Background: an optimization exercise with open tools, aiming at small area. Do not read the settings as production practice.
The RTL was checked by simulation tests, not by an equivalence proof against the original design.
Power figures rest on the tool's default switching activity, not on a simulated workload.

## the previous run
==> flow/design.v <==
module spi_top(
    input clk,rst,wr,
    input [7:0]din,addr,
    output done,err,
    output [7:0]dout
);
reg [127:0] ring0;
reg [127:0] ring1;
reg [3:0] ptr;
reg clr;
reg [4:0] cnt;
reg [7:0] cap;
reg done_r, err_r;
reg hit, k0, k1;
localparam [4:0] C3 = 5'd7, C22 = 5'd13, C23 = 5'd26;
wire ok     = (addr[7:5] == 3'd0);
wire start  = (cnt == 5'd0);
wire done_n = ok ? (wr ? (cnt == C22) : (cnt == C23)) : (cnt == C3);
wire [3:0] ptr_n = ptr + 4'd1;
wire clr_n = clr & (ptr != 4'd15);
wire hit_n = (ptr_n == addr[3:0]) & ~start;
wire we_n  = wr & ok & hit_n;
wire we0   = wr & ok & hit & ~addr[4];
wire we1   = wr & ok & hit &  addr[4];
wire [7:0] d0 = (din & {8{we0}}) | (ring0[127:120] & {8{k0}});
wire [7:0] d1 = (din & {8{we1}}) | (ring1[127:120] & {8{k1}});
assign done = done_r;
assign err  = err_r;
assign dout = cap;
always @(posedge clk) begin
    ring0 <= {ring0[119:0], d0};
    ring1 <= {ring1[119:0], d1};
    if (hit | ~ok)
        cap <= (wr | ~ok | clr) ? 8'd0 : (addr[4] ? ring1[127:120] : ring0[127:120]);
    if (rst) begin
        ptr <= 4'd0;
        clr <= 1'b1;
        cnt <= 5'd0;
        done_r <= 1'b0;
        err_r <= 1'b0;
        hit <= 1'b0;
        k0 <= 1'b0;
        k1 <= 1'b0;
    end
    else begin
        ptr <= ptr_n;
        clr <= clr_n;
        cnt <= done_n ? 5'd0 : {cnt[3:0], ~(cnt[4] ^ cnt[2])};
        done_r <= done_n;
        err_r <= ~ok & (cnt == C3);
        hit <= hit_n;
        k0 <= ~(we_n & ~addr[4]) & ~clr_n;
        k1 <= ~(we_n &  addr[4]) & ~clr_n;
    end
end
endmodule
clock: 8.0 ns
lec_check: 0
cap_margin: 20
core_margin: 2
core_utilization: 70
slew_margin: 20
standard.sh (not shown) runs the stock make flow with config.mk's settings and CLKGATE_MAP_FILE= SYNTH_SCRIPT=/design/flow/synth_recipe.tcl, a recipe that flattens the netlist after the stock synthesis.
==> flow/flow/run.sh <==
#!/bin/bash
set -euo pipefail
bash standard.sh \
  BUFFER_PORTS_ARGS="-buffer_cell sky130_fd_sc_hd__buf_1" \
  PRE_DETAIL_PLACE_TCL="$PWD/flow/recover.tcl" \
  CTS_ARGS="-sink_clustering_enable -repair_clock_nets -dont_use_dummy_load -sink_clustering_size 20 -sink_clustering_max_diameter 100 -buf_list sky130_fd_sc_hd__clkbuf_8 -root_buf sky130_fd_sc_hd__clkbuf_4 -tree_buf sky130_fd_sc_hd__clkbuf_4" \
  finish > standard.log 2>&1
==> flow/flow/recover.tcl <==
# Downsize cells on paths with timing slack to spare (ORFS hook, sourced
# before detailed placement).
estimate_parasitics -placement
repair_timing -recover_power 100
The previous run went all the way through the flow, and no timing, DRC or antenna check failed.
For the current run, these inputs were changed with respect to the previous run:
==> flow/flow/run.sh <==
#!/bin/bash
set -euo pipefail
bash standard.sh \
  BUFFER_PORTS_ARGS="-buffer_cell sky130_fd_sc_hd__buf_1" \
  PRE_DETAIL_PLACE_TCL="$PWD/flow/recover.tcl" \
  CTS_ARGS="-sink_clustering_enable -repair_clock_nets -dont_use_dummy_load -sink_clustering_size 20 -sink_clustering_max_diameter 50 -buf_list sky130_fd_sc_hd__clkbuf_8 -root_buf sky130_fd_sc_hd__clkbuf_8 -tree_buf sky130_fd_sc_hd__clkbuf_4" \
  finish > standard.log 2>&1
### Flow results
- Via count of the first global-routing pass: the current run vs the previous run up 1.2%
- Changes observed in the current run relative to the previous run: aggregate routed wire length climbed 5.9%, first-iteration DRC count lower, post-layout worst setup margin lost 0.049 ns, layout-stage area growth over the synthesis result up 0.52 points.
- No stage failed in the current run, and the final checks on the layout all came back clean.
- Power: the current run draws more than the previous run

* * *

RTL: the design.v shown in full above, as it stands there.
Settings: LEC_CHECK=0, CAP_MARGIN=20, CORE_MARGIN=2, CORE_UTILIZATION=75, SLEW_MARGIN=20; clock period 8.0 ns.
==> flow/flow/run.sh <==
#!/bin/bash
set -euo pipefail
bash standard.sh \
  BUFFER_PORTS_ARGS="-buffer_cell sky130_fd_sc_hd__buf_1" \
  PRE_DETAIL_PLACE_TCL="$PWD/flow/recover.tcl" \
  CTS_ARGS="-sink_clustering_enable -repair_clock_nets -dont_use_dummy_load -sink_clustering_size 20 -sink_clustering_max_diameter 60 -buf_list sky130_fd_sc_hd__clkbuf_8 -root_buf sky130_fd_sc_hd__clkbuf_4 -tree_buf sky130_fd_sc_hd__clkbuf_4" \
  finish > standard.log 2>&1
Scripts as last shown in full above: flow/flow/recover.tcl
Edit:
==> flow/flow/run.sh (replaced) <==
#!/bin/bash
# Standard layout, with these changes: the port buffers are the smallest
# buffer (buf_1); clock tree synthesis clusters up to 20 flip-flops per
# clkbuf_8, builds the tree above them from clkbuf_4 and inserts no dummy
# loads; cells with timing slack to spare are downsized before detailed
# placement (recover.tcl). Each ORFS step logs to orfs/logs/; make's own
# output goes to standard.log.
set -euo pipefail
bash standard.sh \
  BUFFER_PORTS_ARGS="-buffer_cell sky130_fd_sc_hd__buf_1" \
  PRE_DETAIL_PLACE_TCL="$PWD/flow/recover.tcl" \
  CTS_ARGS="-sink_clustering_enable -repair_clock_nets -sink_clustering_size 20 -sink_clustering_max_diameter 50 -buf_list sky130_fd_sc_hd__clkbuf_8 -root_buf sky130_fd_sc_hd__clkbuf_4 -tree_buf sky130_fd_sc_hd__clkbuf_4 -dont_use_dummy_load" \
  finish > standard.log 2>&1
- CORE_UTILIZATION: 75 -> 70
- CTS_BUF_LIST: unset -> sky130_fd_sc_hd__clkbuf_8
- CTS_CLUSTER_DIAMETER: unset -> 50
- CTS_CLUSTER_SIZE: unset -> 20
The new run completed without violations.
Die area rose by 6.8%.
Register-to-register slack gains 80 ps.
Final area hardly moves.
Clock-buffer cell count rose by 1.
Power rose by 0.88%.
Non-clock buffer count does not change.
Final cell count rose by 0.79%.
Routed wire length fell by 1.8%.
Edit:
==> flow/flow/run.sh (replaced) <==
#!/bin/bash
set -euo pipefail
bash standard.sh \
  BUFFER_PORTS_ARGS="-buffer_cell sky130_fd_sc_hd__buf_1" \
  PRE_DETAIL_PLACE_TCL="$PWD/flow/recover.tcl" \
  CTS_ARGS="-sink_clustering_enable -repair_clock_nets -dont_use_dummy_load -sink_clustering_size 20 -sink_clustering_max_diameter 70 -buf_list sky130_fd_sc_hd__clkbuf_8 -root_buf sky130_fd_sc_hd__clkbuf_4 -tree_buf sky130_fd_sc_hd__clkbuf_4" \
  finish > standard.log 2>&1
- CTS_BUF_LIST: sky130_fd_sc_hd__clkbuf_8 -> unset
- CTS_CLUSTER_DIAMETER: 50 -> unset
- CTS_CLUSTER_SIZE: 20 -> unset
What happened: The changed run passed the timing, design-rule and antenna checks; total power went down by about 0.8%; core utilization decreases by 0.16 points; fmax is lower by about 1%; synthesized cell count is unchanged; die area is unchanged; worst setup slack is worse by 29 ps; count of clock-buffer cells in the layout came out lower by 1; cell area barely changes; area after synthesis stays the same; wire length goes down by about 1.5%; worst hold slack is better by 53 ps.

[static timing again, ports no longer ideal]
The flow's constraints put no driver on any port. The routed layouts listed below were extracted and timed again, unchanged, in two steps.
Step 1 sets driving cells, clkbuf_16 on the clock port and buf_2 on the other inputs (assumed; they add their load-dependent delay and slew).
Step 2 also shifts input and output timing later by t, the mid clock arrival at the registers, as if the neighbouring blocks saw the same clock.
a / b / c = ideal ports / drivers / drivers and shift; a / b = the first two.
run	t (ns)	setup slack, ns	cell pins on the clock port's net
the previous run	0.581	5.028 / 5.038 / 4.458	1
the current run	0.512	4.979 / 4.991 / 4.479	1
the first run of note 2	0.590	4.979 / 4.987 / 4.397	1
the second run of note 2	0.582	5.058 / 5.066 / 4.485	1
the third run of note 2	0.581	5.028 / 5.038 / 4.458	1
After both steps every run listed still meets setup and hold. The setup slack of the first run of note 2, which loses most, moves by +0.008 ns with the drivers and by -0.582 ns with both steps.
